Background: an optimization exercise with open tools, aiming at small area. Do not read the settings as production practice.
In this exercise RTL edits were held to simulation tests only and were not proved equivalent to the original.
No activity file was given, so power comes from the tool's default toggle rates.

[design/flow/flow/run.sh]
#!/bin/bash
# Layout: the standard flow, with an area-oriented ABC script, unit-size port buffers and a
# clock tree of small buffers without dummy loads.
set -euo pipefail
W=$PWD
F=$W/flow
export BUFFER_PORTS_ARGS="-buffer_cell sky130_fd_sc_hd__buf_1"
export CTS_ARGS="-sink_clustering_enable -repair_clock_nets -dont_use_dummy_load -buf_list {sky130_fd_sc_hd__clkbuf_4}"
bash standard.sh SYNTH_SCRIPT=$F/synth.tcl finish > $W/standard.log 2>&1
[design/flow/flow/abc_area.script]
strash
&get -n
&fraig -x
&put
scorr
dc2
strash
&get -n
&deepsyn -I 4 -T 100 -S 7
&put
dch
amap
topo
[design/flow/flow/synth.tcl]
# Standard synthesis (synth_recipe.tcl), with an area-oriented ABC script in place of ORFS's.
set flow_dir [file dirname [file normalize [info script]]]
proc abc {args} {
  global flow_dir
  set i [lsearch $args -script]
  if {$i >= 0} { lset args [expr {$i + 1}] [file join $flow_dir abc_area.script] }
  yosys abc {*}$args
}
source [file join [file dirname $flow_dir] synth_recipe.tcl]
[design/flow/standard.sh]
#!/bin/bash
# synth_recipe.tcl (not shown) runs the flow's synth.tcl, then flattens the netlist and writes it again
# the make line also repeats each setting of config.mk as NAME=value (left out here)
make -C /OpenROAD-flow-scripts/flow DESIGN_CONFIG=/design/flow/config.mk WORK_HOME=/design/flow/orfs CLKGATE_MAP_FILE= SYNTH_SCRIPT=/design/flow/synth_recipe.tcl "${@:-finish}"
[design/flow/config.mk]
export PLATFORM = sky130hd
export DESIGN_NAME = vga_game
export DESIGN_NICKNAME = vga_game
export VERILOG_FILES = /design/flow/design.v
export SDC_FILE = /design/flow/constraint.sdc
export NUM_CORES = 4
export LEC_CHECK = 0
export ABC_AREA = 1
export CAP_MARGIN = 20
export CORE_MARGIN = 2
export CORE_UTILIZATION = 70
export PLACE_DENSITY = 0.8
export SLEW_MARGIN = 20
[design/flow/constraint.sdc]
create_clock -name core_clock -period 10.0 [get_ports {clk}]
set_input_delay 2.0000 -clock core_clock [delete_from_list [all_inputs] [get_ports {clk}]]
set_output_delay 2.0000 -clock core_clock [all_outputs]
set_load 0.01 [all_outputs]
[design/flow/design.v]
`timescale 1ns / 1ps
module vga_game(
    input clk, reset, higher_btn, lower_btn, confirm_btn,
    output [2:0] rgb_led, state,
    output o_hsync, o_vsync,
    output [3:0] o_red, o_green, o_blue,
    output [7:0] counter
    );
    function lfsr_fb(input [7:0] v);
        lfsr_fb = v[0] ^ v[2] ^ v[3] ^ v[4];
    endfunction
    reg [2:0] qh, ql;
    always @(posedge clk) begin
        qh <= {qh[1:0], higher_btn};
        ql <= {ql[1:0], lower_btn};
    end
    wire hp = qh[1] & qh[0] & ~qh[2];
    wire lp = ql[1] & ql[0] & ~ql[2];
    reg [2:0] s;
    reg [7:0] lfsr, rnum, cnt;
    reg [1:0] ds;
    wire over_d = ds[1] & ds[0];
    wire play_d = ds[1] & ~ds[0];
    wire st_idle  = (s == 3'b000);
    wire st_guess = (s == 3'b001);
    wire st_get   = (s[1:0] == 2'b10);
    wire st_check = (s[1:0] == 2'b11);
    wire st_res   = (s == 3'b100);
    wire right = s[2] ^ lfsr_fb(rnum);
    wire rng_en = st_idle | st_res | (st_guess & (hp | lp));
    always @(posedge clk) begin
        if (reset) s <= 3'b000;
        else if (st_idle | st_res) s <= confirm_btn ? 3'b001 : s;
        else if (st_guess) s <= hp ? 3'b010 : lp ? 3'b110 : 3'b001;
        else if (st_get) s <= {s[2], 2'b11};
        else if (st_check) s <= right ? 3'b001 : 3'b100;
        else s <= 3'b000;
        if (reset) lfsr <= 8'd1;
        else if (rng_en) lfsr <= {lfsr_fb(lfsr), lfsr[7:1]};
        if (st_idle) rnum <= 8'd0;
        else if (st_guess) rnum <= lfsr;
        else if (st_res & ~over_d) rnum <= {lfsr_fb(rnum), rnum[7:1]};
        if (st_idle) cnt <= 8'd0;
        else if (st_check & right) cnt <= cnt + 8'd1;
        if (reset) ds <= 2'b00;
        else ds <= st_idle ? 2'b01 : (st_res | s == 3'b101) ? 2'b11 : 2'b10;
    end
    assign state = {s[2] & ~s[1], s[1:0]};
    assign counter = cnt;
    assign rgb_led = {ds[1], play_d, ds[1] ^ ds[0]};
    reg [11:0] hc;
    wire [9:0] h = hc[11:2];
    reg [2:0] vr;
    reg [6:0] vq;
    wire hwrap = (hc == 12'd3199);
    wire vr_wrap = (vr == 3'd4);
    always @(posedge clk) begin
        if (reset) hc <= 12'd3;
        else if (hwrap) hc <= 12'd0;
        else hc <= hc + 12'd1;
        if (reset) vr <= 3'd0;
        else if (hwrap) vr <= vr_wrap ? 3'd0 : vr + 3'd1;
        if (reset) vq <= 7'd0;
        else if (hwrap & vr_wrap) vq <= (vq == 7'd104) ? 7'd0 : vq + 7'd1;
    end
    assign o_hsync = ~((h >= (657)) && (h <= (751)));
    assign o_vsync = ~(vq == (491) / 5 && vr == (491) % 5);
    wire vtop = (((vq > (60) / 5) || (vq == (60) / 5 && vr >= (60) % 5)) && ((vq < (140) / 5) || (vq == (140) / 5 && vr <= (140) % 5)));
    wire vctr = (((vq > (185) / 5) || (vq == (185) / 5 && vr >= (185) % 5)) && ((vq < (265) / 5) || (vq == (265) / 5 && vr <= (265) % 5)));
    wire t0 = ((h >= (109)) && (h <= (131)));
    wire t1 = ((h >= (139)) && (h <= (161)));
    wire t2 = ((h >= (169)) && (h <= (191)));
    wire c0 = ((h >= (249)) && (h <= (291)));
    wire c1 = ((h >= (299)) && (h <= (341)));
    wire c2 = ((h >= (349)) && (h <= (391)));
    wire num_en = (vtop & (t0 | t1 | t2)) | (vctr & (c0 | c1 | c2));
    wire [7:0] num = vtop ? cnt : rnum;
    function [3:0] add3(input [3:0] x);    
        add3 = {x[3] | (x[2] & x[1]) | (x[2] & x[0]),
                (x[3] & x[0]) | (x[2] & ~x[1] & ~x[0]),
                (x[3] & ~x[0]) | (~x[2] & x[1]) | (x[1] & x[0]),
                (x[3] & ~x[0]) | (~x[3] & ~x[2] & x[0]) | (x[2] & x[1] & ~x[0])};
    endfunction
    wire [3:0] a1 = add3({1'b0, num[7:5]});
    wire [3:0] a2 = add3({a1[2:0], num[4]});
    wire [3:0] a3 = add3({a2[2:0], num[3]});
    wire [3:0] a4 = add3({a3[2:0], num[2]});
    wire [3:0] a5 = add3({a4[2:0], num[1]});
    wire [3:0] b1 = add3({1'b0, a1[3], a2[3], a3[3]});
    wire [3:0] b2 = add3({b1[2:0], a4[3]});
    wire [3:0] d_hun = {2'b00, b1[3], b2[3]};
    wire [3:0] d_ten = {b2[2:0], a5[3]};
    wire [3:0] d_one = {a5[2:0], num[0]};
    wire [3:0] dig = (t0 | c0) ? d_hun : (t1 | c1) ? d_ten : d_one;
    wire hs = vtop ? ((h == (110)) || (h == (140)) || (h == (170)))
                   : ((h == (250)) || (h == (300)) || (h == (350)));
    wire he = vtop ? ((h == (130)) || (h == (160)) || (h == (190)))
                   : ((h == (290)) || (h == (340)) || (h == (390)));
    wire hin = vtop ? (((h >= (110)) && (h <= (130))) || ((h >= (140)) && (h <= (160))) || ((h >= (170)) && (h <= (190))))
                    : (((h >= (250)) && (h <= (290))) || ((h >= (300)) && (h <= (340))) || ((h >= (350)) && (h <= (390))));
    wire vs = ((vq == (60) / 5 && vr == (60) % 5)) || ((vq == (185) / 5 && vr == (185) % 5));
    wire vm = ((vq == (100) / 5 && vr == (100) % 5)) || ((vq == (225) / 5 && vr == (225) % 5));
    wire ve = ((vq == (140) / 5 && vr == (140) % 5)) || ((vq == (265) / 5 && vr == (265) % 5));
    wire vu = vtop ? (((vq < (100) / 5) || (vq == (100) / 5 && vr <= (100) % 5))) : (((vq < (225) / 5) || (vq == (225) / 5 && vr <= (225) % 5)));
    wire vl = vtop ? (((vq > (100) / 5) || (vq == (100) / 5 && vr >= (100) % 5))) : (((vq > (225) / 5) || (vq == (225) / 5 && vr >= (225) % 5)));
    reg sg_t, sg_m, sg_b, sg_lu, sg_ll, sg_ru, sg_rl;
    always @(*) begin
        case (dig)
            4'd0: {sg_t, sg_m, sg_b, sg_lu, sg_ll, sg_ru, sg_rl} = 7'b1011111;
            4'd1: {sg_t, sg_m, sg_b, sg_lu, sg_ll, sg_ru, sg_rl} = 7'b0000011;
            4'd2: {sg_t, sg_m, sg_b, sg_lu, sg_ll, sg_ru, sg_rl} = 7'b1110110;
            4'd3: {sg_t, sg_m, sg_b, sg_lu, sg_ll, sg_ru, sg_rl} = 7'b1110011;
            4'd4: {sg_t, sg_m, sg_b, sg_lu, sg_ll, sg_ru, sg_rl} = 7'b0101011;
            4'd5: {sg_t, sg_m, sg_b, sg_lu, sg_ll, sg_ru, sg_rl} = 7'b1111001;
            4'd6: {sg_t, sg_m, sg_b, sg_lu, sg_ll, sg_ru, sg_rl} = 7'b1111101;
            4'd7: {sg_t, sg_m, sg_b, sg_lu, sg_ll, sg_ru, sg_rl} = 7'b1000011;
            4'd8: {sg_t, sg_m, sg_b, sg_lu, sg_ll, sg_ru, sg_rl} = 7'b1111111;
            4'd9: {sg_t, sg_m, sg_b, sg_lu, sg_ll, sg_ru, sg_rl} = 7'b1101011;
            default: {sg_t, sg_m, sg_b, sg_lu, sg_ll, sg_ru, sg_rl} = 7'b0000000;
        endcase
    end
    wire black = (sg_t & vs & hin) | (sg_m & vm & hin) | (sg_b & ve & hin) |
                 (sg_lu & hs & vu) | (sg_ll & hs & vl) | (sg_ru & he & vu) | (sg_rl & he & vl);
    reg gl;
    always @(posedge clk) gl <= ~(num_en & black);
    localparam [2:0] C_BLACK = 3'b000, C_WHITE = 3'b111, C_RED = 3'b100,
                     C_GREEN = 3'b010, C_BLUE = 3'b001, C_PURPLE = 3'b011;
    reg [2:0] col, ncol;
    always @(posedge clk) col <= ncol;
    wire box1 = ((h >= (100)) && (h <= (200)) && ((vq > (50) / 5) || (vq == (50) / 5 && vr >= (50) % 5)) && ((vq < (150) / 5) || (vq == (150) / 5 && vr <= (150) % 5)));
    wire box2 = ((h >= (220)) && (h <= (420)) && ((vq > (175) / 5) || (vq == (175) / 5 && vr >= (175) % 5)) && ((vq < (275) / 5) || (vq == (275) / 5 && vr <= (275) % 5)));
    wire vbtn = (((vq > (300) / 5) || (vq == (300) / 5 && vr >= (300) % 5)) && ((vq < (400) / 5) || (vq == (400) / 5 && vr <= (400) % 5)));
    wire boxc = ((h >= (270)) && (h <= (370))) && vbtn;
    wire boxh = ((h >= (120)) && (h <= (220))) && vbtn;
    wire boxl = ((h >= (420)) && (h <= (520))) && vbtn;
    always @(*) begin
        if (!(h < 10'd640 && vq < 7'd96))
            ncol = C_BLACK;
        else if (box1) begin
            if ((h == (100)) || (h == (200)) || (vq == (50) / 5 && vr == (50) % 5) || (vq == (150) / 5 && vr == (150) % 5)) ncol = C_BLACK;
            else if (num_en) ncol = gl ? C_WHITE : C_BLACK;
            else ncol = C_WHITE;
        end else if (box2) begin
            if ((h == (220)) || (h == (420)) || (vq == (175) / 5 && vr == (175) % 5) || (vq == (275) / 5 && vr == (275) % 5)) ncol = C_BLACK;
            else if (num_en) ncol = gl ? C_WHITE : C_BLACK;
            else ncol = C_WHITE;
        end else if (!play_d) begin
            if (boxc) begin
                if ((h == (270)) || (h == (370)) || (vq == (300) / 5 && vr == (300) % 5) || (vq == (400) / 5 && vr == (400) % 5)) ncol = C_BLACK;
                else if ((h >= (290)) && (h <= (350)) && ((vq > (320) / 5) || (vq == (320) / 5 && vr >= (320) % 5)) && ((vq < (380) / 5) || (vq == (380) / 5 && vr <= (380) % 5)) &&
                         ((vq == (320) / 5 && vr == (320) % 5) || (vq == (380) / 5 && vr == (380) % 5) || (h == (290)))) ncol = C_GREEN;
                else ncol = C_WHITE;
            end else
                ncol = over_d ? C_RED : C_WHITE;
        end else begin
            if (boxh) begin
                if ((h == (120)) || (h == (220)) || (vq == (300) / 5 && vr == (300) % 5) || (vq == (400) / 5 && vr == (400) % 5)) ncol = C_BLACK;
                else if ((h >= (140)) && (h <= (200)) && ((vq > (320) / 5) || (vq == (320) / 5 && vr >= (320) % 5)) && ((vq < (380) / 5) || (vq == (380) / 5 && vr <= (380) % 5)) &&
                         ((vq == (350) / 5 && vr == (350) % 5) || (h == (140)) || (h == (200)))) ncol = C_BLUE;
                else ncol = C_WHITE;
            end else if (boxl) begin
                if ((h == (420)) || (h == (520)) || (vq == (300) / 5 && vr == (300) % 5) || (vq == (400) / 5 && vr == (400) % 5)) ncol = C_BLACK;
                else if ((h >= (440)) && (h <= (500)) && ((vq > (320) / 5) || (vq == (320) / 5 && vr >= (320) % 5)) && ((vq < (380) / 5) || (vq == (380) / 5 && vr <= (380) % 5)) &&
                         (((vq == (380) / 5 && vr == (380) % 5) && (h <= (470))) || (h == (440)))) ncol = C_BLUE;
                else ncol = C_WHITE;
            end else
                ncol = C_PURPLE;
        end
    end
    wire x = col[2], y = col[1], z = col[0];
    wire r_full = x, r_any = x | (y & z);
    wire g_full = y & (x | ~z), g_any = y;
    wire b_full = z & (x | ~y), b_any = z;
    assign o_red   = {r_any, r_full, r_any, r_full};         
    assign o_green = {g_full, g_full, g_any, g_full};        
    assign o_blue  = {b_any, b_any, b_any, b_full};          
endmodule
==> results of run 1 <==
## cells in the mapped netlist, drive strengths merged, types with 4 or more instances
cell / count
nor2: 129
clkinv: 93
dfxtp: 61
nand2: 40
a21oi: 39
o21ai: 37
o22ai: 22
a211oi: 19
nor3: 19
buf: 16
ha: 16
a31oi: 13
nand3: 11
nand4: 7
or3: 7
a22oi: 6
a311oi: 6
or2: 6
o221ai: 5
nor2b: 4
o21a: 4
o22a: 4
## per-layer routing
metal	part of all wire	track usage	up-vias
met2	0.46	0.633	354
met3	0.10	0.0652	103
met5	0	0	-
met1	0.38	0.461	2013
li1	-	-	2160
met4	0.066	0.232	0
## per-stage QoR
stage	instances	worst slack, ps	utilization
after detailed placement	688	3540	0.750
after global routing	697	2610	0.763
after CTS	697	3510	0.763
after floorplan	598	4710	-
after global placement	688	4160	0.750
final	697	3180	0.763
## cell families (layout without fill, tap and decap cells)
logic type / count (synthesis) / count (layout) / synth area share
AND/OR/NAND/NOR: 231 / 231 / 0.244
AO/OA/AOI/OAI: 181 / 181 / 0.290
buffers and inverters: 109 / 136 / 0.116
flip-flops: 61 / 61 / 0.301
adder cells (fa/ha/maj): 16 / 16 / 0.0494
## final cells by class
| type | count | share of cell area |
|---|---|---|
| clock buffer | 9 | 0.0160 |
| tap | 72 | 0.0213 |
| inverter | 93 | 0.0826 |
| timing repair buffer | 34 | 0.0320 |
| sequential | 61 | 0.289 |
| multi-input combinational | 428 | 0.559 |
## registers in the layout, indices dropped and copies added, names as in the netlist
signal	count
gl	1
vq	7
vr	3
hc	12
col	3
cnt	8
ds	2
lfsr	8
s	3
ql	3
rnum	8
qh	3
## critical path: cells and delay by family (launching register included)
kind                     cells  cell delay (ps)
AO/OA/AOI/OAI                8             2980
AND/OR/NAND/NOR             12             1640
buffers and inverters        6             1240
adder cells (fa/ha/maj)      2              500
flip-flops                   1              390
## final timing paths
path | startpoint | end | depth (start not counted)
worst max-delay path | vr[0] | gl | 28
worst min-delay path | ql[1] | ql[2] | 0
worst max register to register | vr[0] | gl | 28
worst min register to register | ql[1] | ql[2] | 0
## power by group through the flow
stage                     clock, uW  combinational (uW)  sequential (uW)
after global routing            129                 105              264
final                           121                95.8              262
after detailed placement          0                91.9              268
after global placement            0                87.1              268
after floorplan                   0                76.9              266
after CTS                       121                92.7              262
==> impl_metrics.yaml, run 1 <==
run_status:
  outcome: "no timing/DRC/antenna violations"
power:
  p_leak_uw: 0.00144
  ir_drop_v: 0.000125
  p_sw_frac: 0.320
  power_frac_comb: 0.200
  pwr_density_cell_nw_per_um2: 114
  seqPwrFrac: 0.547
  clockPowerShare: 0.253
  power.switching_uw: 153
  p_int_uw: 326
  power_uw: 480
final_layout:
  multi_input_area_sq_um: 2360
  fin_area_sq_um: 4230
  seq_area_sq_um: 1220
  area_growth_pct: 4.26
  fill_cells: 421
  nets: 648
  drive_gt1_frac: 0.0176
  layout_commonest_cell: "nor2_1"
  final_cell_mix: "129 x nor2_1, 93 x clkinv_1, 61 x dfxtp_1, 40 x nand2_1, 39 x a21oi_1"
  diodes: 0
synth:
  synthesis.nets: 619
  ys.flop_type: "dfxtp_1"
  netlist.area_leader.share: 0.301
  synthTopCellsByArea: "dfxtp_1 30%, nor2_1 12%, clkinv_1 8.6%, ha_1 4.9%, a21oi_1 4.8%"
  syn-mean-instance-area_sq_um: 6.78
  synthArstFlopShare: 0
  synth_top_cell_by_area: "dfxtp_1"
  synth_seq_area_share: 0.301
  postSynthCellCount: 598
  synth-seq-cells: 61
  syn_area_sq_um: 4050
  synth_edf_count: 0
  yosysUniqueCellTypes: 41
  ys_warn_count: 1
clocking:
  clockRootBuffer: "clkbuf_4"
  hold_buffers: 0
  cts_buffers: 9
  cts_sinks: 61
  cts_tree: "yes"
  cts_buffer_depth: 2
  cts.clk_slew.worst_paths_ps: 110
  cts_resized: 0
  insertion_delay_ps: 420
  cts_setup_buffers: 0
  cts-htree-levels: 3
global_routing:
  grt_overflow: 0
  grt_pass1_wl_mm: 19.0
  antenna_found_initial: 0
  grt.total_usage: 0.382
  grt_max_degree: 18
  first_global_vias: 4145
sta:
  max_slew_margin: 0.383
  min_period_ps: 6820
  finalHoldViolations: 0
  report.final.slew_viol_count: 0
  rsz0062_at_grt: "false"
  worst_pin_slew_ps: 916
  finalCritPeriodShare: 0.682
  setup_tns_ps: 0
  finClkSkew_ps: 34.5
  timing.hold.ws_ps: 361
  setup_viol: 0
  fmax_mhz: 147
floorplanning:
  core_sq_um: 5540
  pin_count: 33
  die_area_sq_um: 6410
  die_x_um: 80.1
  rows: 27
  chipHeight_um: 80.1
  initial_core_util: 0.731
critical_path:
  cpPeakStageDelay_ps: 740
  crit_path_top_delay_cell: "o21ai_0"
  worst_setup_path_start_kind: "register"
  path_common_cell: "nor2_1"
  endpoint_kind: "register"
  critical_path.max_fanout: 14
  rrSetupSlack_ps: 3180
  worstPathArrival_ps: 7170
  cp.required_ps: 10350
  path_class: "reg2reg"
routing:
  drt-total-wl_mm: 11.8
  drc: 0
  vias_per_cell: 6.64
  drtIter0Drc: 759
  wl_per_cell_um: 16.9
  dr_total_vias: 4630
  drt_pre_antenna_iters: 6
  final_antenna_net_count: 0
placement:
  placed_area_sq_um: 4160
  dp_hpwl_mm: 8.97
  place_congestion: 1.06
  portBuffers: 32
run:
  cap_violations: 0
min_path:
  min_path_type: "reg2reg"
==> run 2, diff against run 1 <==
==> design/flow/flow/run.sh (replaced) <==
#!/bin/bash
# Layout: the standard flow, with an area-oriented ABC script, unit-size port buffers and a
# clock tree of small buffers without dummy loads.
set -euo pipefail
W=$PWD
F=$W/flow
export BUFFER_PORTS_ARGS="-buffer_cell sky130_fd_sc_hd__buf_1"
export CTS_ARGS="-sink_clustering_enable -repair_clock_nets -dont_use_dummy_load -buf_list {sky130_fd_sc_hd__clkbuf_4 sky130_fd_sc_hd__clkbuf_8}"
bash standard.sh SYNTH_SCRIPT=$F/synth.tcl finish > $W/standard.log 2>&1
==> run 2 against run 1 <==
Cell count stayed put. Non-clock buffer count stayed put. Fmax is 0.12% higher. Flip-flop and latch count stayed put. Sequential power hardly changed. Clock power is 38% higher. Critical path type unchanged. Largest power group unchanged.
==> impl_metrics.yaml, run 2 <==
routing:
  vias_per_cell: 6.78
  dr_total_vias: 4723
  drt_pre_antenna_iters: 9
  drtIter0Drc: 888
  final_antenna_net_count: 0
  drc: 0
  drt-total-wl_mm: 12.2
  wl_per_cell_um: 17.6
run:
  cap_violations: 0
sta:
  setup_tns_ps: 0
  setup_viol: 0
  finalCritPeriodShare: 0.681
  finalHoldViolations: 0
  fmax_mhz: 147
  timing.hold.ws_ps: 356
  fin_ws_ps: 3190
  finClkSkew_ps: 18.0
  max_slew_margin: 0.415
  min_period_ps: 6810
  rsz0062_at_grt: "false"
  report.final.slew_viol_count: 0
  worst_pin_slew_ps: 869
floorplanning:
  die_x_um: 80.1
  core_sq_um: 5540
  rows: 27
  die_area_sq_um: 6410
  initial_core_util: 0.731
  chipHeight_um: 80.1
  pin_count: 33
critical_path:
  critical_path.max_fanout: 14
  endpoint_kind: "register"
  worstPathArrival_ps: 7080
  cpPeakStageDelay_ps: 710
  crit_path_top_delay_cell: "o21ai_0"
  cp_top_family: "compound AO/OA/AOI/OAI gates"
  cp.required_ps: 10260
  path_common_cell: "nor2_1"
  worst_setup_path_start_kind: "register"
  path_buf_inv: 6
  path_class: "reg2reg"
placement:
  place_congestion: 1.06
  post-place-ws_ps: 3540
  dp_cells: 688
  placed_area_sq_um: 4160
  portBuffers: 32
  dp_hpwl_mm: 8.97
global_routing:
  antenna_found_initial: 0
  grt_max_degree: 18
  grt.total_usage: 0.392
  grt_pass1_wl_mm: 19.6
  first_global_vias: 4218
  grt_overflow: 0
clocking:
  hold_buffers: 0
  cts_resized: 0
  clockRootBuffer: "clkbuf_8"
  cts_buffers: 9
  cts_buffer_depth: 2
  cts_sinks: 61
  cts.clk_slew.worst_paths_ps: 70
  insertion_delay_ps: 340
  cts_tree: "yes"
  cts_setup_buffers: 0
  cts-htree-levels: 3
final_layout:
  fill_cells: 402
  instances_no_fill: 697
  fin_area_sq_um: 4280
  largest-register: "hc"
  drive_gt1_frac: 0.0176
  area_growth_pct: 5.65
  layout_commonest_cell: "nor2_1"
  final_cell_mix: "129 x nor2_1, 93 x clkinv_1, 61 x dfxtp_1, 40 x nand2_1, 39 x a21oi_1"
  nets: 648
  diodes: 0
  largest_register_ffs: 12
synth:
  synth_edf_count: 0
  yosysUniqueCellTypes: 41
  postSynthCellCount: 598
  synth_common_cells: "129 x nor2_1, 93 x clkinv_1, 61 x dfxtp_1"
  yosysMostFrequentCell: "nor2_1"
  ys.flop_type: "dfxtp_1"
  synthesis.nets: 619
  syn_area_sq_um: 4050
  synth_top_cell_by_area: "dfxtp_1"
  synth-seq-cells: 61
  synthArstFlopShare: 0
  ys_warn_count: 1
  netlist.area_leader.share: 0.301
  synthTopCellsByArea: "dfxtp_1 30%, nor2_1 12%, clkinv_1 8.6%, ha_1 4.9%, a21oi_1 4.8%"
  synth_seq_area_share: 0.301
  syn-mean-instance-area_sq_um: 6.78
power:
  ir_drop_v: 0.000156
  p_leak_uw: 0.00146
  pwr_density_cell_nw_per_um2: 123
run_status:
  outcome: "no timing/DRC/antenna violations"
min_path:
  min_path_type: "reg2reg"
run 2: cell counts after synthesis:
Identical to the previous run, type by type.
run 2: metrics by stage:
stage,power [uW],util
6_report,527,0.773
5_1_grt,544,0.773
4_1_cts,520,0.773
3_5_place_dp,360,0.750
3_3_place_gp,355,0.750
2_1_floorplan,342,-
run 2: final cells by class:
| type | count | area [sq um] | area share |
|---|---|---|---|
| clock buffers | 9 | 124 | 0.0289 |
| inverters | 93 | 349 | 0.0815 |
| multi-input cells | 428 | 2360 | 0.552 |
| flip-flops and latches | 61 | 1220 | 0.285 |
| well taps | 72 | 90.1 | 0.0210 |
| repair buffers | 34 | 135 | 0.0316 |
run 2: logic make-up (layout without fill, tap and decap cells):
kind of cell / count (synthesis) / count (layout) / share of synthesized area
AOI/OAI and AO/OA: 181 / 181 / 0.290
buffers and inverters: 109 / 136 / 0.116
and+or+nand+nor: 231 / 231 / 0.244
adders and majority gates: 16 / 16 / 0.0494
DFF: 61 / 61 / 0.301
run 2: power by group:
part           switching (uW)  internal (uW)  leakage [uW]
clock                    86.8           80.1     0.0000647
sequential               9.85            253      0.000498
combinational            65.3           31.7      0.000898
total                     162            365       0.00146
run 2: metal layers:
layer  vias up  track usage  routed length (um)
met2       423        0.682                5690
met4         0        0.197                 649
li1       2145            -                   -
met5         -            0                   0
met3       111       0.0674                1360
met1      2044        0.461                4550
run 2: worst paths after layout:
check        startpoint     to  cells after the start  slack, ps
max               vr[0]     gl                     28       3190
min               ql[1]  ql[2]                      0        360
max reg2reg       vr[0]     gl                     28       3190
min reg2reg       ql[1]  ql[2]                      0        360
==> run 3, diff against run 2 <==
--- a/design/flow/design.v
+++ b/design/flow/design.v
@@ -17,36 +17,39 @@
     wire hp = qh[1] & qh[0] & ~qh[2];
     wire lp = ql[1] & ql[0] & ~ql[2];
-    reg [2:0] s;
+    reg s2;
+    reg [1:0] s10;
+    wire [2:0] s = {s2, s10};
+    reg f;
     reg [7:0] lfsr, rnum, cnt;
-    reg [1:0] ds;
-    wire over_d = ds[1] & ds[0];
-    wire play_d = ds[1] & ~ds[0];
     wire st_idle  = (s == 3'b000);
-    wire st_guess = (s == 3'b001);
+    wire st_guess = (s[1:0] == 2'b01);
     wire st_get   = (s[1:0] == 2'b10);
     wire st_check = (s[1:0] == 2'b11);
     wire st_res   = (s == 3'b100);
+    wire idle_d = (s[2:1] == 2'b00) & ~(s[0] & f);     
+    wire over_d = (s == 3'b101) | (st_res & f);         
+    wire play_d = ~idle_d & ~over_d;
+    wire rst_d  = st_idle & ~f;                         
     wire right = s[2] ^ lfsr_fb(rnum);
     wire rng_en = st_idle | st_res | (st_guess & (hp | lp));
     always @(posedge clk) begin
-        if (reset) s <= 3'b000;
-        else if (st_idle | st_res) s <= confirm_btn ? 3'b001 : s;
-        else if (st_guess) s <= hp ? 3'b010 : lp ? 3'b110 : 3'b001;
-        else if (st_get) s <= {s[2], 2'b11};
-        else if (st_check) s <= right ? 3'b001 : 3'b100;
-        else s <= 3'b000;
+        if (reset) s10 <= 2'b00;
+        else if (st_idle | st_res) s10 <= {1'b0, confirm_btn};
+        else if (st_guess) s10 <= (hp | lp) ? 2'b10 : 2'b01;
+        else if (st_get) s10 <= 2'b11;
+        else s10 <= right ? 2'b01 : 2'b00;
+        s2 <= ~reset & (st_res | (st_guess & lp & ~hp) | (st_get & s2) | (st_check & ~right));
+        f <= ~reset & ~(st_idle & confirm_btn) & ~(st_check & ~right);
         if (reset) lfsr <= 8'd1;
         else if (rng_en) lfsr <= {lfsr_fb(lfsr), lfsr[7:1]};
         if (st_idle) rnum <= 8'd0;
         else if (st_guess) rnum <= lfsr;
-        else if (st_res & ~over_d) rnum <= {lfsr_fb(rnum), rnum[7:1]};
+        else if (st_res & ~f) rnum <= {lfsr_fb(rnum), rnum[7:1]};
         if (st_idle) cnt <= 8'd0;
         else if (st_check & right) cnt <= cnt + 8'd1;
-        if (reset) ds <= 2'b00;
-        else ds <= st_idle ? 2'b01 : (st_res | s == 3'b101) ? 2'b11 : 2'b10;
     end
-    assign state = {s[2] & ~s[1], s[1:0]};
+    assign state = {s[2] & ~s[1] & ~s[0], s[1:0]};
     assign counter = cnt;
-    assign rgb_led = {ds[1], play_d, ds[1] ^ ds[0]};
+    assign rgb_led = {~idle_d, play_d, play_d | (idle_d & ~rst_d)};
     reg [11:0] hc;
     wire [9:0] h = hc[11:2];
@@ -104,26 +107,17 @@
     wire vu = vtop ? (((vq < (100) / 5) || (vq == (100) / 5 && vr <= (100) % 5))) : (((vq < (225) / 5) || (vq == (225) / 5 && vr <= (225) % 5)));
     wire vl = vtop ? (((vq > (100) / 5) || (vq == (100) / 5 && vr >= (100) % 5))) : (((vq > (225) / 5) || (vq == (225) / 5 && vr >= (225) % 5)));
-    reg sg_t, sg_m, sg_b, sg_lu, sg_ll, sg_ru, sg_rl;
-    always @(*) begin
-        case (dig)
-            4'd0: {sg_t, sg_m, sg_b, sg_lu, sg_ll, sg_ru, sg_rl} = 7'b1011111;
-            4'd1: {sg_t, sg_m, sg_b, sg_lu, sg_ll, sg_ru, sg_rl} = 7'b0000011;
-            4'd2: {sg_t, sg_m, sg_b, sg_lu, sg_ll, sg_ru, sg_rl} = 7'b1110110;
-            4'd3: {sg_t, sg_m, sg_b, sg_lu, sg_ll, sg_ru, sg_rl} = 7'b1110011;
-            4'd4: {sg_t, sg_m, sg_b, sg_lu, sg_ll, sg_ru, sg_rl} = 7'b0101011;
-            4'd5: {sg_t, sg_m, sg_b, sg_lu, sg_ll, sg_ru, sg_rl} = 7'b1111001;
-            4'd6: {sg_t, sg_m, sg_b, sg_lu, sg_ll, sg_ru, sg_rl} = 7'b1111101;
-            4'd7: {sg_t, sg_m, sg_b, sg_lu, sg_ll, sg_ru, sg_rl} = 7'b1000011;
-            4'd8: {sg_t, sg_m, sg_b, sg_lu, sg_ll, sg_ru, sg_rl} = 7'b1111111;
-            4'd9: {sg_t, sg_m, sg_b, sg_lu, sg_ll, sg_ru, sg_rl} = 7'b1101011;
-            default: {sg_t, sg_m, sg_b, sg_lu, sg_ll, sg_ru, sg_rl} = 7'b0000000;
-        endcase
-    end
+    wire d3 = dig[3], d2 = dig[2], d1 = dig[1], d0 = dig[0];
+    wire sg_t  = d3 | d1 | ~(d2 ^ d0);
+    wire sg_m  = d3 | (d2 & ~(d1 & d0)) | (~d2 & d1);
+    wire sg_b  = (~d2 & ~d0) | (d1 & ~d0) | (~d2 & d1) | (d2 & ~d1 & d0);
+    wire sg_lu = d3 | (~d1 & ~d0) | (d2 & ~d1) | (d2 & ~d0);
+    wire sg_ll = ~d0 & (~d2 | d1);
+    wire sg_ru = ~d2 | ~(d1 ^ d0);
+    wire sg_rl = d2 | ~d1 | d0;
     wire black = (sg_t & vs & hin) | (sg_m & vm & hin) | (sg_b & ve & hin) |
                  (sg_lu & hs & vu) | (sg_ll & hs & vl) | (sg_ru & he & vu) | (sg_rl & he & vl);
     reg gl;
     always @(posedge clk) gl <= ~(num_en & black);
-    localparam [2:0] C_BLACK = 3'b000, C_WHITE = 3'b111, C_RED = 3'b100,
-                     C_GREEN = 3'b010, C_BLUE = 3'b001, C_PURPLE = 3'b011;
+    localparam [2:0] C_BLACK = 3'd0, C_WHITE = 3'd4, C_RED = 3'd3, C_GREEN = 3'd7, C_BLUE = 3'd2, C_PURPLE = 3'd6;
     reg [2:0] col, ncol;
     always @(posedge clk) col <= ncol;
@@ -168,10 +162,16 @@
         end
     end
-    wire x = col[2], y = col[1], z = col[0];
-    wire r_full = x, r_any = x | (y & z);
-    wire g_full = y & (x | ~z), g_any = y;
-    wire b_full = z & (x | ~y), b_any = z;
-    assign o_red   = {r_any, r_full, r_any, r_full};         
-    assign o_green = {g_full, g_full, g_any, g_full};        
-    assign o_blue  = {b_any, b_any, b_any, b_full};          
+    reg [11:0] orgb;
+    always @(*) begin
+        case (col)
+            3'd0: orgb = {4'd0, 4'd0, 4'd0};
+            3'd4: orgb = {4'd15, 4'd15, 4'd15};
+            3'd3: orgb = {4'd15, 4'd0, 4'd0};
+            3'd7: orgb = {4'd0, 4'd15, 4'd0};
+            3'd2: orgb = {4'd0, 4'd0, 4'd15};
+            3'd6: orgb = {4'd10, 4'd2, 4'd14};
+            default: orgb = 12'd0;
+        endcase
+    end
+    assign {o_red, o_green, o_blue} = orgb;
 endmodule
==> design/flow/flow/run.sh (replaced) <==
#!/bin/bash
# Layout: the standard flow, with an area-oriented ABC script, unit-size port buffers and a
# clock tree of small buffers without dummy loads. Adders are left to ABC (no ORFS adder map).
set -euo pipefail
W=$PWD
F=$W/flow
export BUFFER_PORTS_ARGS="-buffer_cell sky130_fd_sc_hd__buf_1"
export CTS_ARGS="-sink_clustering_enable -repair_clock_nets -dont_use_dummy_load -buf_list {sky130_fd_sc_hd__clkbuf_4}"
bash standard.sh SYNTH_SCRIPT=$F/synth.tcl ADDER_MAP_FILE= finish > $W/standard.log 2>&1
==> design/flow/flow/abc_area.script (replaced) <==
strash
&get -n
&fraig -x
&put
scorr
dc2
strash
&get -n
&deepsyn -I 4 -T 100 -S 1
&put
dch -f
amap
topo
==> run 3 against run 2 <==
Still clean. Wire length fell by 20%. Die area fell by 11%. Sequential share of layout area rose by 3.2 points. Largest cell class unchanged.
==> impl_metrics.yaml, run 3 <==
run_status:
  outcome: "no timing/DRC/antenna violations"
critical_path:
  cpPeakStageDelay_ps: 760
  crit_path_top_delay_cell: "o22ai_1"
  critical_path.max_fanout: 12
  cp.required_ps: 10250
  path_buf_inv: 6
  worst_r2r_startpoint: "vq[3]"
  rr_worst_depth: 28
  worstPathArrival_ps: 6790
  r2r_end: "gl"
  rrSetupSlack_ps: 3470
  path_class: "reg2reg"
  worst_setup_path_start_kind: "register"
  cp_top_family: "compound AO/OA/AOI/OAI gates"
  endpoint_kind: "register"
  path_common_cell: "nor2_1"
power:
  p_int_uw: 373
  power.switching_uw: 235
  ir_drop_v: 0.000136
  power_uw: 608
  p_leak_uw: 0.00120
  pwr_density_cell_nw_per_um2: 160
  seqPwrFrac: 0.462
  clockPowerShare: 0.197
  p_sw_frac: 0.386
  power_frac_comb: 0.341
final_layout:
  largest_register_ffs: 12
  layout_commonest_cell: "nor2_1"
  fill_cells: 378
  seq_area_sq_um: 1200
  largest-register: "hc"
  instances_no_fill: 627
  drive_gt1_frac: 0.0179
  area_growth_pct: 6.35
  diodes: 0
  nets: 567
  multi_input_area_sq_um: 2010
  final_cell_mix: "104 x nor2_1, 79 x clkinv_1, 60 x dfxtp_1, 44 x o21ai_0, 43 x nand2_1"
  fin_area_sq_um: 3790
sta:
  fin_ws_ps: 3470
  max_slew_margin: 0.373
  rsz0062_at_grt: "false"
  report.final.slew_viol_count: 0
  setup_tns_ps: 0
  worst_pin_slew_ps: 940
  setup_viol: 0
  finalHoldViolations: 0
  finClkSkew_ps: 33.2
  fmax_mhz: 153
  finalCritPeriodShare: 0.653
  min_period_ps: 6530
placement:
  portBuffers: 32
  place_congestion: 0.987
  placed_area_sq_um: 3720
  dp_cells: 618
  dp_hpwl_mm: 7.39
  post-place-ws_ps: 3670
synth:
  synth_common_cells: "104 x nor2_1, 79 x clkinv_1, 60 x dfxtp_1"
  synth_seq_area_share: 0.337
  netlist.area_leader.share: 0.337
  synthArstFlopShare: 0
  syn-mean-instance-area_sq_um: 6.79
  synth_edf_count: 0
  ys.flop_type: "dfxtp_1"
  synthTopCellsByArea: "dfxtp_1 34%, nor2_1 11%, clkinv_1 8.3%, o21ai_0 6.2%, nand2_1 4.5%"
  syn_area_sq_um: 3560
  yosysMostFrequentCell: "nor2_1"
  synth_top_cell_by_area: "dfxtp_1"
  ys_warn_count: 1
  yosysUniqueCellTypes: 37
  postSynthCellCount: 525
  synth-seq-cells: 60
  synthesis.nets: 530
global_routing:
  grt_overflow: 0
  antenna_found_initial: 0
  grt_pass1_wl_mm: 15.8
  grt.total_usage: 0.367
  first_global_vias: 3478
  grt_max_degree: 15
routing:
  drc: 0
  vias_per_cell: 6.43
  drt-total-wl_mm: 9.74
  drtIter0Drc: 622
  final_antenna_net_count: 0
  dr_total_vias: 4030
  wl_per_cell_um: 15.5
  drt_pre_antenna_iters: 6
clocking:
  cts-htree-levels: 3
  hold_buffers: 0
  cts_resized: 0
  cts_buffer_depth: 2
  cts_tree: "yes"
  insertion_delay_ps: 420
  cts_buffers: 9
  cts_setup_buffers: 0
  cts_sinks: 60
  clockRootBuffer: "clkbuf_4"
  cts.clk_slew.worst_paths_ps: 100
run:
  cap_violations: 0
floorplanning:
  chipHeight_um: 75.4
  die_x_um: 75.4
  rows: 25
  die_area_sq_um: 5680
  pin_count: 33
  core_sq_um: 4820
  initial_core_util: 0.740
min_path:
  min_to: "qh[2]"
  holdCritStartpoint: "qh[1]"
  min_path_type: "reg2reg"
  whs_path_depth: 0
==> run 3: stage by stage <==
step,hold slack [ps],util
3_5_place_dp,349,0.773
6_report,362,0.787
4_1_cts,365,0.787
3_3_place_gp,333,0.773
2_1_floorplan,331,-
5_1_grt,373,0.787
==> run 3: cells by family (layout without fill, tap and decap cells) <==
group,Yosys count,in the layout,synth area share
AO/OA/AOI/OAI,173,173,0.318
buffers and inverters,86,121,0.0979
flip-flops,60,60,0.337
AND/OR/NAND/NOR,206,206,0.247
==> run 3: power by group through the flow <==
stage	Sequential, uW	Combinational, uW	Clock (uW)
floorplan	283	168	0
global placement	284	195	0
CTS	280	204	119
finish	281	207	120
detailed placement	286	203	0
global route	283	237	128
==> run 3: layout make-up <==
| cell class | count | share of cell area |
|---|---|---|
| clock buffers | 9 | 0.0178 |
| repair buffers | 33 | 0.0337 |
| flip-flops and latches | 60 | 0.317 |
| multi-input cells | 379 | 0.531 |
| inverters | 79 | 0.0782 |
| well taps | 67 | 0.0221 |
==> run 3: worst register-to-register path, delay by kind of cell (launching register included) <==
family | cells | cell delay [ps]
AOI/OAI and AO/OA | 9 | 2610
and+or+nand+nor | 13 | 2000
buffers and inverters | 6 | 1320
DFF | 1 | 470
==> run 3: per-layer routing <==
metal	track usage	up-vias	wire, um	part of all wire
met4	0.129	0	332	0.034
met1	0.480	1736	4040	0.41
met5	0	-	0	0
li1	-	1938	-	-
met3	0.126	64	1170	0.12
met2	0.568	292	4200	0.43
==> run 3: how the worst max path moves through the flow <==
| stage | from | end | slack (ps) | cells after the start |
|---|---|---|---|---|
| finish | vq[3] | gl | 3470 | 28 |
| global route | vq[2] | gl | 2690 | 28 |
| CTS | vq[3] | gl | 3640 | 28 |
| detailed placement | vq[3] | gl | 3670 | 28 |
| global placement | vq[2] | gl | 4160 | 28 |
| floorplan | vq[3] | gl | 4650 | 28 |
==> run 4, diff against run 3 <==
--- a/design/flow/design.v
+++ b/design/flow/design.v
@@ -56,6 +56,6 @@
     reg [2:0] vr;
     reg [6:0] vq;
-    wire hwrap = (hc == 12'd3199);
-    wire vr_wrap = (vr == 3'd4);
+    wire hwrap = hc[11] & hc[10] & (&hc[6:0]);       
+    wire vr_wrap = vr[2];                             
     always @(posedge clk) begin
         if (reset) hc <= 12'd3;
@@ -65,5 +65,5 @@
         else if (hwrap) vr <= vr_wrap ? 3'd0 : vr + 3'd1;
         if (reset) vq <= 7'd0;
-        else if (hwrap & vr_wrap) vq <= (vq == 7'd104) ? 7'd0 : vq + 7'd1;
+        else if (hwrap & vr_wrap) vq <= (vq[6] & vq[5] & vq[3]) ? 7'd0 : vq + 7'd1;    
     end
     assign o_hsync = ~((h >= (657)) && (h <= (751)));
@@ -95,11 +95,13 @@
     wire [3:0] d_ten = {b2[2:0], a5[3]};
     wire [3:0] d_one = {a5[2:0], num[0]};
-    wire [3:0] dig = (t0 | c0) ? d_hun : (t1 | c1) ? d_ten : d_one;
-    wire hs = vtop ? ((h == (110)) || (h == (140)) || (h == (170)))
-                   : ((h == (250)) || (h == (300)) || (h == (350)));
-    wire he = vtop ? ((h == (130)) || (h == (160)) || (h == (190)))
-                   : ((h == (290)) || (h == (340)) || (h == (390)));
-    wire hin = vtop ? (((h >= (110)) && (h <= (130))) || ((h >= (140)) && (h <= (160))) || ((h >= (170)) && (h <= (190))))
-                    : (((h >= (250)) && (h <= (290))) || ((h >= (300)) && (h <= (340))) || ((h >= (350)) && (h <= (390))));
+    wire hx1 = (h >= 10'd136), hx2 = (h >= 10'd168), hx3 = (h >= 10'd192),
+         hx4 = (h >= 10'd296), hx5 = (h >= 10'd344);
+    wire sel_hun = ~hx1 | (hx3 & ~hx4);
+    wire sel_ten = (hx1 & ~hx2) | (hx4 & ~hx5);
+    wire [3:0] dig = sel_hun ? d_hun : sel_ten ? d_ten : d_one;
+    wire hs = (h == (110)) || (h == (140)) || (h == (170)) || (h == (250)) || (h == (300)) || (h == (350));
+    wire he = (h == (130)) || (h == (160)) || (h == (190)) || (h == (290)) || (h == (340)) || (h == (390));
+    wire hin = ((h >= (110)) && (h <= (130))) || ((h >= (140)) && (h <= (160))) || ((h >= (170)) && (h <= (190))) ||
+               ((h >= (250)) && (h <= (290))) || ((h >= (300)) && (h <= (340))) || ((h >= (350)) && (h <= (390)));
     wire vs = ((vq == (60) / 5 && vr == (60) % 5)) || ((vq == (185) / 5 && vr == (185) % 5));
     wire vm = ((vq == (100) / 5 && vr == (100) % 5)) || ((vq == (225) / 5 && vr == (225) % 5));
==> run 4 against run 3 <==
Critical endpoint unchanged. Largest power group unchanged. Cell count increased by 0.48%. Sequential power is essentially flat. Core utilization down 0.34 points. Still clean on timing, DRC and antenna. Critical path depth grew 3. First-iteration DRC count down 16%.
==> impl_metrics.yaml, run 4 <==
final_layout:
  drive_gt1_frac: 0.0160
  nets: 570
  area_growth_pct: 6.16
  largest_register_ffs: 12
  final_cell_mix: "118 x nor2_1, 76 x clkinv_1, 60 x dfxtp_1, 47 x nand2_1, 42 x o21ai_0"
  layout_commonest_cell: "nor2_1"
  largest-register: "hc"
  diodes: 0
  fill_cells: 394
synth:
  yosysMostFrequentCell: "nor2_1"
  synthArstFlopShare: 0
  synth_edf_count: 0
  synth_seq_area_share: 0.338
  synth_common_cells: "118 x nor2_1, 76 x clkinv_1, 60 x dfxtp_1"
  synth-seq-cells: 60
  syn_area_sq_um: 3560
  synth_top_cell_by_area: "dfxtp_1"
  synthesis.nets: 534
  syn-mean-instance-area_sq_um: 6.72
  yosysUniqueCellTypes: 42
  netlist.area_leader.share: 0.338
  ys.flop_type: "dfxtp_1"
  postSynthCellCount: 529
  ys_warn_count: 1
  synthTopCellsByArea: "dfxtp_1 34%, nor2_1 12%, clkinv_1 8.0%, o21ai_0 5.9%, nand2_1 5.0%"
clocking:
  cts_buffers: 9
  cts.clk_slew.worst_paths_ps: 110
  cts_sinks: 60
  clockRootBuffer: "clkbuf_4"
  hold_buffers: 0
  cts_tree: "yes"
  insertion_delay_ps: 430
  cts_setup_buffers: 0
  cts-htree-levels: 3
  cts_resized: 0
  cts_buffer_depth: 2
run_status:
  outcome: "no timing/DRC/antenna violations"
sta:
  setup_tns_ps: 0
  worst_pin_slew_ps: 725
  max_slew_margin: 0.512
  timing.hold.ws_ps: 316
  min_period_ps: 5980
  setup_viol: 0
  finalCritPeriodShare: 0.598
  fmax_mhz: 167
  rsz0062_at_grt: "false"
  finClkSkew_ps: 38.8
  finalHoldViolations: 0
  report.final.slew_viol_count: 0
critical_path:
  path_class: "reg2reg"
  worst_setup_path_start_kind: "register"
  critical_path.max_fanout: 11
  cpPeakStageDelay_ps: 500
  worstPathArrival_ps: 6290
  endpoint_kind: "register"
  cp.required_ps: 10310
  crit_path_top_delay_cell: "dfxtp_1"
  rr_worst_depth: 31
global_routing:
  met2_usage: 0.591
  antenna_found_initial: 0
  use_met3: 0.100
  grt.total_usage: 0.369
  grt_max_degree: 17
  grt_overflow: 0
  met1_usage: 0.478
  first_global_vias: 3458
  grt_pass1_wl_mm: 15.7
  top_usage_layer: "met2"
floorplanning:
  core_sq_um: 4820
  initial_core_util: 0.738
  rows: 25
  pin_count: 33
  chipHeight_um: 75.3
  die_x_um: 75.3
  die_area_sq_um: 5670
routing:
  drc: 0
  dr_total_vias: 4028
  drt-total-wl_mm: 9.87
  wl_per_cell_um: 15.7
  final_antenna_net_count: 0
  drtIter0Drc: 520
  drt_pre_antenna_iters: 6
  vias_per_cell: 6.39
min_path:
  min_path_type: "reg2reg"
  whs_path_depth: 0
placement:
  portBuffers: 32
  place_congestion: 0.976
  dp_hpwl_mm: 7.56
power:
  power.switching_uw: 263
  p_leak_uw: 0.00121
  clockPowerShare: 0.188
  pwr_density_cell_nw_per_um2: 170
  ir_drop_v: 0.000171
  seqPwrFrac: 0.443
  p_int_uw: 377
  power_frac_comb: 0.368
  p_sw_frac: 0.411
run:
  cap_violations: 0
-- run 4: through the flow --
stage	instance area, sq um	util	total power (uW)	std cells	setup WS (ps)
after floorplan	3560	-	470	529	5200
after global placement	3710	0.770	507	621	4820
after detailed placement	3710	0.770	519	621	4270
after CTS	3770	0.784	635	630	4210
after global routing	3770	0.784	678	630	3400
final	3770	0.784	640	630	4020
-- run 4: cell type report --
cell class	count	area, sq um	share of cell area
multi-input cells	386	2020	0.534
well taps	67	83.8	0.0222
inverters	76	285	0.0756
repair buffers	32	120	0.0318
flip-flops and latches	60	1200	0.318
clock buffers	9	67.6	0.0179
-- run 4: power by group through the flow --
| stage | combinational (uW) | clock, uW | sequential (uW) |
|---|---|---|---|
| after global placement | 219 | 0 | 288 |
| after global routing | 263 | 128 | 286 |
| after floorplan | 186 | 0 | 285 |
| after detailed placement | 231 | 0 | 289 |
| final | 236 | 121 | 284 |
| after CTS | 232 | 120 | 283 |
-- run 4: routing by layer --
metal / vias up / routed length (um)
met1: 1783 / 4070
met3: 36 / 1060
met2: 263 / 4500
met5: - / 0
met4: 0 / 242
li1: 1946 / -
-- run 4: kinds of logic (layout without fill, tap and decap cells) --
| group | Yosys count | in the layout | share of synthesized area |
|---|---|---|---|
| buf+inv | 83 | 117 | 0.0950 |
| simple gates | 221 | 221 | 0.262 |
| compound gates | 164 | 164 | 0.303 |
| flops | 60 | 60 | 0.338 |
| xor+xnor | 1 | 1 | 0.00246 |
-- run 4: worst paths after layout --
kind	startpoint	end	slack, ps
worst max register to register	vq[3]	gl	4020
worst min register to register	ql[1]	ql[2]	320
worst min-delay path	ql[1]	ql[2]	320
worst max-delay path	vq[3]	gl	4020
-- run 4: worst max-delay path, delay by kind of cell, from the launching register on --
family                 cells  cell delay, ps
flip-flops                 1             500
AND/OR/NAND/NOR           12            2100
buffers and inverters      6            1090
AO/OA/AOI/OAI             13            2170
==> run 5, diff against run 4 <==
==> design/flow/flow/abc_area.script (replaced) <==
strash
&get -n
&fraig -x
&put
scorr
dc2
strash
&get -n
&deepsyn -I 4 -T 100 -S 1
&put
dch -f
amap
strash
&get -n
&deepsyn -I 2 -T 60 -S 3
&put
dch -f
amap
topo
==> run 5 against run 4 <==
Register-to-register slack better by 150 ps. Clock power is essentially flat. Flip-flop and latch count did not move. Sequential share of layout area increased by 0.23 points. Core utilization is 0.063 points lower. Non-clock buffer count is 1 higher. Via count shrank 0.67%. Design area decreased by 0.73%. Hold slack improved by 38 ps. Count of clock-buffer cells in the layout is the same. Setup slack gained 150 ps. Largest power group unchanged.
==> impl_metrics.yaml, run 5 <==
critical_path:
  path_class: "reg2reg"
  endpoint_kind: "register"
  cp.required_ps: 10290
  worst_setup_path_start_kind: "register"
  critical_path.max_fanout: 10
  worstPathArrival_ps: 6120
placement:
  portBuffers: 32
  place_congestion: 1.05
  placed_area_sq_um: 3680
  dp_cells: 612
  dp_hpwl_mm: 7.42
clocking:
  clockRootBuffer: "clkbuf_4"
  cts_buffer_depth: 2
  cts_tree: "yes"
  cts-htree-levels: 3
  cts.clk_slew.worst_paths_ps: 90
  cts_setup_buffers: 0
  hold_buffers: 0
  cts_sinks: 60
  cts_buffers: 9
  insertion_delay_ps: 420
  cts_resized: 0
sta:
  max_slew_margin: 0.528
  min_period_ps: 5840
  finalHoldViolations: 0
  worst_pin_slew_ps: 705
  setup_viol: 0
  fmax_mhz: 171
  report.final.slew_viol_count: 0
  rsz0062_at_grt: "false"
  finalCritPeriodShare: 0.584
  setup_tns_ps: 0
  finClkSkew_ps: 30.1
synth:
  synthesis.nets: 524
  synth_seq_area_share: 0.341
  netlist.area_leader.share: 0.341
  synthArstFlopShare: 0
  ys.flop_type: "dfxtp_1"
  syn_area_sq_um: 3520
  synthTopCellsByArea: "dfxtp_1 34%, nor2_1 11%, clkinv_1 7.9%, o21ai_0 6.8%, o22ai_1 5.0%"
  synth_edf_count: 0
  yosysUniqueCellTypes: 41
  postSynthCellCount: 519
  synth_common_cells: "102 x nor2_1, 74 x clkinv_1, 60 x dfxtp_1"
  synth_top_cell_by_area: "dfxtp_1"
  syn-mean-instance-area_sq_um: 6.78
  synth-seq-cells: 60
  ys_warn_count: 1
  yosysMostFrequentCell: "nor2_1"
floorplanning:
  chipHeight_um: 74.9
  pin_count: 33
  die_x_um: 74.9
  rows: 25
  die_area_sq_um: 5610
  initial_core_util: 0.736
  core_sq_um: 4790
final_layout:
  diodes: 0
  largest_register_ffs: 12
  nets: 561
  drive_gt1_frac: 0.0181
  area_growth_pct: 6.43
  layout_commonest_cell: "nor2_1"
  largest-register: "hc"
  final_cell_mix: "102 x nor2_1, 74 x clkinv_1, 60 x dfxtp_1, 48 x o21ai_0, 41 x nand2_1"
  instances_no_fill: 621
  fin_area_sq_um: 3750
run_status:
  outcome: "no timing/DRC/antenna violations"
routing:
  final_antenna_net_count: 0
  wl_per_cell_um: 15.9
  dr_total_vias: 4001
  drt-total-wl_mm: 9.88
  drt_pre_antenna_iters: 8
  drc: 0
  vias_per_cell: 6.44
  drtIter0Drc: 557
global_routing:
  first_global_vias: 3497
  grt_pass1_wl_mm: 15.9
  grt_max_degree: 15
  grt.total_usage: 0.374
  antenna_found_initial: 0
  grt_overflow: 0
min_path:
  min_path_type: "reg2reg"
run:
  cap_violations: 0
power:
  p_leak_uw: 0.00119
  pwr_density_cell_nw_per_um2: 173
  ir_drop_v: 0.000202
## run 5: cell types whose count changed after synthesis, sizes merged, moves of 3 or more
| cell | change |
|---|---|
| o211ai | -4 |
| nor3 | +7 |
| a21oi | -3 |
| nand3 | -4 |
| nor2 | -16 |
| a31oi | +3 |
| or2 | +5 |
| o22ai | +3 |
| o21ai | +6 |
| nor4 | +3 |
| nand2 | -6 |
| o2111ai | -5 |
## run 5: where the power goes
part / internal (uW) / switching, uW / leakage, uW / total [uW]
Clock: 41.7 / 77.4 / 0.0000414 / 119
Sequential: 263 / 21.9 / 0.000489 / 285
Combinational: 77.1 / 166 / 0.000660 / 243
Total: 382 / 265 / 0.00119 / 647
## run 5: final timing paths
path / start / end / slack, ps / depth (start not counted)
max: vq[3] / gl / 4160 / 26
min: ql[1] / ql[2] / 350 / 0
max reg2reg: vq[3] / gl / 4160 / 26
min reg2reg: ql[1] / ql[2] / 350 / 0
## run 5: cell families after synthesis
logic type	after synthesis	synth area share
AO/OA/AOI/OAI	162	0.294
AND/OR/NAND/NOR	215	0.269
buffers and inverters	81	0.0938
XOR/XNOR	1	0.00249
flip-flops	60	0.341
## run 5: cell type report
cell class / instances / area [sq um]
multi-input cells: 378 / 1990
flip-flops and latches: 60 / 1200
fillers: 387 / 1040
clock buffers: 9 / 67.6
repair buffers: 33 / 128
well taps: 67 / 83.8
inverters: 74 / 278
## run 5: metrics by stage
stage | utilization | total power, uW | setup slack [ps] | hold slack (ps)
after CTS | 0.783 | 639 | 4340 | 354
after global routing | 0.783 | 684 | 3780 | 367
after detailed placement | 0.769 | 524 | 4420 | 337
after global placement | 0.769 | 511 | 4760 | 332
final | 0.783 | 647 | 4160 | 353
after floorplan | - | 474 | 4730 | 331
## run 5: layer usage
layer | track usage | vias up | wire, um
met5 | 0 | - | 0
met4 | 0.153 | 0 | 282
met3 | 0.0910 | 43 | 1200
met2 | 0.575 | 284 | 4320
met1 | 0.505 | 1758 | 4070
li1 | - | 1916 | -
## run 5: critical path: stages, from the launching register on
cell and delay, ps:
dfxtp_1 500, clkinv_1 140, nor2_1 230, clkinv_1 200
a221oi_1 340, buf_4 230, clkinv_1 240, o22ai_1 320
clkinv_1 220, nor2_1 250, a21oi_1 90, o21ai_0 90
o21ai_0 130, o21ai_0 380, clkinv_1 200, o22ai_1 240
o21ai_0 150, nand2_1 100, nand2_1 50, a222oi_1 350
nor2b_1 210, o21ai_0 160, a31oi_1 200, a31oi_1 60
or3_1 340, o31a_1 110, or2_0 190
==> run 6, diff against run 5 <==
==> design/flow/flow/abc_area.script (replaced) <==
strash
&get -n
&fraig -x
&put
scorr
dc2
strash
&get -n
&deepsyn -I 6 -T 150 -S 1
&put
dch -f
amap
strash
&get -n
&deepsyn -I 3 -T 90 -S 3
&put
dch -f
amap
strash
dch -f
amap
topo
==> run 6 against run 5 <==
Flip-flop and latch count did not move. Combinational power is 5% higher. Cell count is 0.64% higher. Register-to-register slack worse by 280 ps. Critical endpoint unchanged.
==> impl_metrics.yaml, run 6 <==
run_status:
  outcome: "no timing/DRC/antenna violations"
sta:
  rsz0062_at_grt: "false"
  finalCritPeriodShare: 0.611
  finClkSkew_ps: 29.0
  report.final.slew_viol_count: 0
  finalHoldViolations: 0
  setup_viol: 0
  fmax_mhz: 164
  min_period_ps: 6110
  worst_pin_slew_ps: 763
  max_slew_margin: 0.488
  setup_tns_ps: 0
routing:
  vias_per_cell: 6.45
  final_antenna_net_count: 0
  drt_pre_antenna_iters: 6
  drtIter0Drc: 694
  drc: 0
  dr_total_vias: 4032
  drt-total-wl_mm: 10.1
  wl_per_cell_um: 16.2
floorplanning:
  die_area_sq_um: 5640
  initial_core_util: 0.740
  core_sq_um: 4790
  pin_count: 33
  die_x_um: 75.1
  chipHeight_um: 75.1
  rows: 25
power:
  seqPwrFrac: 0.432
  ir_drop_v: 0.000176
  power.switching_uw: 277
  p_leak_uw: 0.00122
  p_sw_frac: 0.416
  pwr_density_cell_nw_per_um2: 176
  clockPowerShare: 0.182
  power_frac_comb: 0.386
  p_int_uw: 388
placement:
  placed_area_sq_um: 3700
  portBuffers: 32
  dp_hpwl_mm: 7.43
  place_congestion: 0.992
clocking:
  cts_buffer_depth: 2
  hold_buffers: 0
  cts_sinks: 60
  cts-htree-levels: 3
  clockRootBuffer: "clkbuf_4"
  cts_setup_buffers: 0
  cts_buffers: 9
  cts_tree: "yes"
  cts.clk_slew.worst_paths_ps: 110
  cts_resized: 0
  insertion_delay_ps: 420
synth:
  synth_edf_count: 0
  ys.flop_type: "dfxtp_1"
  synthArstFlopShare: 0
  ys_warn_count: 1
  postSynthCellCount: 523
  synthTopCellsByArea: "dfxtp_1 34%, nor2_1 12%, clkinv_1 8.0%, o21ai_0 6.2%, nand2_1 5.0%"
  synthesis.nets: 528
  syn-mean-instance-area_sq_um: 6.77
  syn_area_sq_um: 3540
  synth_common_cells: "113 x nor2_1, 75 x clkinv_1, 60 x dfxtp_1"
  yosysMostFrequentCell: "nor2_1"
  synth_top_cell_by_area: "dfxtp_1"
  netlist.area_leader.share: 0.339
  synth_seq_area_share: 0.339
  synth-seq-cells: 60
  yosysUniqueCellTypes: 41
final_layout:
  nets: 565
  layout_commonest_cell: "nor2_1"
  largest_register_ffs: 12
  diodes: 0
  largest-register: "hc"
  fin_area_sq_um: 3770
  seq_area_sq_um: 1200
  fill_cells: 348
  area_growth_pct: 6.40
  drive_gt1_frac: 0.0179
  multi_input_area_sq_um: 2010
  final_cell_mix: "113 x nor2_1, 75 x clkinv_1, 60 x dfxtp_1, 47 x nand2_1, 44 x o21ai_0"
global_routing:
  grt.total_usage: 0.372
  antenna_found_initial: 0
  grt_overflow: 0
  first_global_vias: 3531
  grt_pass1_wl_mm: 16.0
  grt_max_degree: 17
critical_path:
  cp.required_ps: 10290
  worst_setup_path_start_kind: "register"
  rr_worst_depth: 27
  endpoint_kind: "register"
  path_class: "reg2reg"
  r2r_end: "gl"
  worst_r2r_startpoint: "vq[2]"
  critical_path.max_fanout: 11
  rrSetupSlack_ps: 3890
  worstPathArrival_ps: 6410
min_path:
  min_path_type: "reg2reg"
  min_to: "ql[2]"
  holdCritStartpoint: "ql[1]"
  whs_path_depth: 0
run:
  cap_violations: 0
-- run 6: cell count changes in the layout (fill, tap and decap cells not counted), moves of 4 or more --
cell | previous run | this run
nor2_1 | 102 | 113
a31oi_1 | 11 | 6
o21ai_0 | 48 | 44
nor3_1 | 31 | 23
nand2_1 | 41 | 47
-- run 6: how the worst max path moves through the flow --
stage / from / to / slack, ps
final: vq[2] / gl / 3890
after CTS: vq[2] / gl / 4110
after detailed placement: vr[1] / gl / 4170
after global placement: vr[1] / gl / 4560
after global routing: vq[2] / gl / 3490
after floorplan: vr[1] / gl / 4350
-- run 6: final cells by class --
cell class              instances  share of cell area
repair buffers                 33              0.0339
multi-input cells             381               0.532
well taps                      67              0.0223
inverters                      75              0.0747
flip-flops and latches         60               0.319
clock buffers                   9              0.0179
-- run 6: through the flow --
| step | instances | power (uW) | hold slack, ps | setup WS, ps | util |
|---|---|---|---|---|---|
| 3_5_place_dp | 616 | 536 | 342 | 4170 | 0.773 |
| 6_report | 625 | 664 | 363 | 3890 | 0.787 |
| 3_3_place_gp | 616 | 524 | 333 | 4560 | 0.773 |
| 2_1_floorplan | 523 | 486 | 331 | 4350 | - |
| 4_1_cts | 625 | 656 | 359 | 4110 | 0.787 |
| 5_1_grt | 625 | 702 | 363 | 3490 | 0.787 |
-- run 6: logic make-up after synthesis --
| family | synth area share |
|---|---|
| AO/OA/AOI/OAI | 0.308 |
| buffers and inverters | 0.0943 |
| flip-flops | 0.339 |
| AND/OR/NAND/NOR | 0.258 |
-- run 6: routing by layer --
metal	GRT usage	share of wire	vias to the layer above
met5	0	0	-
met4	0.173	0.034	0
met3	0.0857	0.095	48
met2	0.604	0.47	259
met1	0.470	0.41	1783
li1	-	-	1942
-- run 6: power groups by stage --
stage	Sequential, uW	Combinational, uW	Clock, uW
floorplan	288	198	0
global placement	289	235	0
detailed placement	290	245	0
CTS	286	251	119
global route	291	284	128
finish	287	256	121
-- run 6: critical path, stage by stage (launching register included) --
cell and delay [ps]:
dfxtp_1 450, clkinv_1 170, nor2_1 290, clkinv_1 240
a221oi_1 320, buf_4 230, clkinv_1 200, o22ai_1 480
nand2_1 140, nand2_1 140, nand2_1 100, clkinv_1 50
o32ai_1 70, o21ai_0 120, clkinv_1 140, a21oi_1 280
clkinv_1 210, a21oi_1 190, o21ai_0 140, nor2b_1 210
a211oi_1 100, a31oi_1 270, clkinv_1 180, o41a_1 450
a221oi_1 360, nor3_1 70, or2_0 210, nand2b_1 150

[static timing again, ports no longer ideal]
Ports are ideal in the flow. The routed layouts listed here were re-timed in OpenROAD.
Step 1, drivers: a clkbuf_16 drives clk and a buf_2 each remaining input, both assumed.
Step 2 times the ports against the registers' clock, not the clock port: input delays grow and output delays shrink by t, the midpoint of the rising clock arrivals with the driver on.
a / b / c = ideal ports / drivers / drivers and shift; a / b = the first two.
| run | t (ns) | setup WS [ns] | worst setup path after step 2 | worst register clock-pin slew, ns | worst slew at a driven data input, ns |
|---|---|---|---|---|---|
| run 1 | 0.435 | 3.178 / 3.178 / 3.178 | register to register | 0.11 / 0.11 | 0.03 |
| run 2 | 0.357 | 3.186 / 3.186 / 3.186 | register to register | 0.07 / 0.07 | 0.03 |
| run 3 | 0.428 | 3.467 / 3.467 / 3.467 | register to register | 0.10 / 0.10 | 0.03 |
| run 4 | 0.444 | 4.019 / 4.019 / 4.019 | register to register | 0.11 / 0.11 | 0.03 |
| run 5 | 0.434 | 4.164 / 4.164 / 4.164 | register to register | 0.11 / 0.11 | 0.04 |
| run 6 | 0.440 | 3.885 / 3.885 / 3.885 | register to register | 0.11 / 0.11 | 0.04 |
After both steps setup and hold are still met in every run listed.
